Source: an optimization exercise on an open RTL-to-GDS flow (aim: small area and a short achievable clock period). Production flows keep margins and buffers that such runs may drop.
Only simulation tests tie the RTL to the original design; equivalence was not proved.
Power is estimated from default activity; no workload was simulated.

## FLOAT_MUL
module FLOAT_MUL (
    input [63:0] num1,
    input [63:0] num2,
    input clk,
    input rstn,
    output [63:0] result,
    input valid,
    output ready
);
  reg [10:0] q_e;
  reg q_s;
  reg [52:0] q_a;
  reg [54:0] q_a3;
  reg [17:0] q_sel1;
  reg [17:0] q_sel2;
  reg [17:0] q_sel3;
  reg [17:0] q_sel4;
  reg [16:0] q_neg;
  reg k1_0;
  reg k1_1;
  reg k1_2;
  reg k1_3;
  reg k1_4;
  reg k1_5;
  reg k1_6;
  reg k1_7;
  reg k1_8;
  reg k1_9;
  reg k1_10;
  reg k1_11;
  reg k1_12;
  reg k1_13;
  reg k1_14;
  reg k1_15;
  reg k1_16;
  reg k1_17;
  reg k1_18;
  reg k1_19;
  reg k1_20;
  reg k1_21;
  reg k1_22;
  reg k1_23;
  reg k1_24;
  reg k1_25;
  reg k1_26;
  reg k1_27;
  reg k1_28;
  reg k1_29;
  reg k1_30;
  reg k1_31;
  reg k1_32;
  reg k1_33;
  reg k1_34;
  reg k1_35;
  reg k1_36;
  reg k1_37;
  reg k1_38;
  reg k1_39;
  reg k1_40;
  reg k1_41;
  reg k1_42;
  reg k1_43;
  reg k1_44;
  reg k1_45;
  reg k1_46;
  reg k1_47;
  reg k1_48;
  reg k1_49;
  reg k1_50;
  reg k1_51;
  reg k1_52;
  reg k1_53;
  reg k1_54;
  reg k1_55;
  reg k1_56;
  reg k1_57;
  reg k1_58;
  reg k1_59;
  reg k1_60;
  reg k1_61;
  reg k1_62;
  reg k1_63;
  reg k1_64;
  reg k1_65;
  reg k1_66;
  reg k1_67;
  reg k1_68;
  reg k1_69;
  reg k1_70;
  reg k1_71;
  reg k1_72;
  reg k1_73;
  reg k1_74;
  reg k1_75;
  reg k1_76;
  reg k1_77;
  reg k1_78;
  reg k1_79;
  reg k1_80;
  reg k1_81;
  reg k1_82;
  reg k1_83;
  reg k1_84;
  reg k1_85;
  reg k1_86;
  reg k1_87;
  reg k1_88;
  reg k1_89;
  reg k1_90;
  reg k1_91;
  reg k1_92;
  reg k1_93;
  reg k1_94;
  reg k1_95;
  reg k1_96;
  reg k1_97;
  reg k1_98;
  ...
export LEC_CHECK = 0
export ABC_AREA = 1
export CAP_MARGIN = 20
export CORE_MARGIN = 2
export CORE_UTILIZATION = 40
export CTS_CLUSTER_DIAMETER = 100
export CTS_CLUSTER_SIZE = 20
export PLACE_DENSITY = 0.45
export SETUP_SLACK_MARGIN = 5
export SLEW_MARGIN = 20
export SYNTH_HIERARCHICAL = 1
export SYNTH_MINIMUM_KEEP_SIZE = 0
create_clock -name core_clock -period 8.0 [get_ports {clk}]
standard.sh (not shown) runs the stock make flow with config.mk's settings and CLKGATE_MAP_FILE= SYNTH_SCRIPT=/design/flow/synth_recipe.tcl, a recipe that flattens the netlist after the stock synthesis.
==> flow/flow/run.sh <==
#!/bin/bash
# Own layout flow: the standard ORFS flow (standard.sh, unchanged synthesis) with two changes:
#  - the buffer every input and output port gets is a plain buffer (sky130 buf_2) instead of the
#    delay cell buffer_ports picks by default;
#  - the timing repair after global routing aims 0.2 ns further below the clock period than the
#    earlier repairs (SETUP_SLACK_MARGIN 5.2 instead of 5), to cover what detailed routing adds.
# The clock, constraints and everything else are the standard flow's. Each step's full output
# goes to a log of its own here (and ORFS's own per-stage logs under orfs/logs).
set -euo pipefail
cd "$(dirname "$0")/.."
PB="BUFFER_PORTS_ARGS=-buffer_cell sky130_fd_sc_hd__buf_2"
bash standard.sh synth > log_synth.txt 2>&1
bash standard.sh "$PB" cts > log_place_cts.txt 2>&1
bash standard.sh "$PB" SETUP_SLACK_MARGIN=5.2 finish > log_route_finish.txt 2>&1
test -s out/final.def
The baseline ran to the end with no violations.
Change:
==> flow/run.sh (new file) <==
#!/bin/bash
# synth_recipe.tcl (not shown) runs the flow's synth.tcl, then flattens the netlist and writes it again
# the make line also repeats each setting of config.mk as NAME=value (left out here)
make -C /OpenROAD-flow-scripts/flow DESIGN_CONFIG=/design/flow/config.mk WORK_HOME=/design/flow/orfs CLKGATE_MAP_FILE= SYNTH_SCRIPT=/design/flow/synth_recipe.tcl finish
CORE_UTILIZATION = 45   (was 40)
PLACE_DENSITY = 0.5   (was 0.45)
removed: flow/flow/run.sh
removed: flow/standard.sh
What happened: Worst hold slack gets worse by 0.020 ns; setup slack got worse by 0.21 ns; non-clock buffer count goes down by 126.
Change:
==> flow/flow/run.sh (new file) <==
#!/bin/bash
# Own layout flow: the standard ORFS flow (standard.sh, unchanged synthesis) with two changes:
#  - the buffer every input and output port gets is a plain buffer (sky130 buf_2) instead of the
#    delay cell buffer_ports picks by default;
#  - the timing repair after global routing aims 0.2 ns further below the clock period than the
#    earlier repairs (SETUP_SLACK_MARGIN 5.2 instead of 5), to cover what detailed routing adds.
# The clock, constraints and everything else are the standard flow's. Each step's full output
# goes to a log of its own here (and ORFS's own per-stage logs under orfs/logs).
set -euo pipefail
cd "$(dirname "$0")/.."
PB="BUFFER_PORTS_ARGS=-buffer_cell sky130_fd_sc_hd__buf_2"
bash standard.sh synth > log_synth.txt 2>&1
bash standard.sh "$PB" cts > log_place_cts.txt 2>&1
bash standard.sh "$PB" SETUP_SLACK_MARGIN=5.2 finish > log_route_finish.txt 2>&1
test -s out/final.def
==> flow/standard.sh (new file) <==
#!/bin/bash
# synth_recipe.tcl (not shown) runs the flow's synth.tcl, then flattens the netlist and writes it again
# the make line also repeats each setting of config.mk as NAME=value (left out here)
make -C /OpenROAD-flow-scripts/flow DESIGN_CONFIG=/design/flow/config.mk WORK_HOME=/design/flow/orfs CLKGATE_MAP_FILE= SYNTH_SCRIPT=/design/flow/synth_recipe.tcl "${@:-finish}"
removed: flow/run.sh
After rerunning:
- wire length went up by 2.8%
- first-iteration DRC count went up by 10%
- design area went up by 1.9%
- worst hold slack improved by 0.014 ns
Change:
==> flow/flow/run.sh (replaced) <==
#!/bin/bash
# Own layout flow: the standard ORFS flow (standard.sh, unchanged synthesis), except that
# the buffer every input and output port gets is a plain buffer (sky130 buf_2) instead of the
# delay cell buffer_ports picks by default. Each step's full output goes to a log of its own.
set -euo pipefail
cd "$(dirname "$0")/.."
bash standard.sh synth > log_synth.txt 2>&1
bash standard.sh "BUFFER_PORTS_ARGS=-buffer_cell sky130_fd_sc_hd__buf_2" finish > log_layout.txt 2>&1
test -s out/final.def
After rerunning:
- The changed run finished with timing, DRC and antenna clean
- synthesized cell count is unchanged
- total power fell by 2.5%
- non-clock buffer count fell by 95
- worst setup slack is worse by 0.20 ns
- final cell count fell by 0.93%
- via count fell by 2.1%
- count of clock-buffer cells in the layout does not change
- first-iteration DRC count fell by 10%
- combinational power fell by about 4%

[re-timing with driven ports]
How much do the figures lean on ideal ports? The routed layouts below were timed once more, with nothing changed but the port constraints. Step 1: set_driving_cell puts a clkbuf_16 on clk and a buf_2 on each other input, an assumption about the parent block. Step 2 adds t to the input delays and takes it off the output delays; t is the mean of the earliest and latest rising clock arrival at the registers after step 1. Input paths then give back, and output paths get back, about the clock's delay inside the block. Three values: no drivers, after step 1, after step 2; two values: the first two.
run	t, ns	slack for setup (ns)	worst setup path after step 2
the first run	0.853	5.034 / 5.034 / 4.424	input to register
the second run	0.873	4.824 / 4.824 / 4.305	input to register
the third run	0.859	5.073 / 5.065 / 4.444	input to register
the fourth run	0.853	4.877 / 4.877 / 4.285	input to register
After both steps setup and hold are still met in every run listed. The setup slack of the third run, which loses most, moves by -0.008 ns with the drivers and by -0.629 ns with both steps.
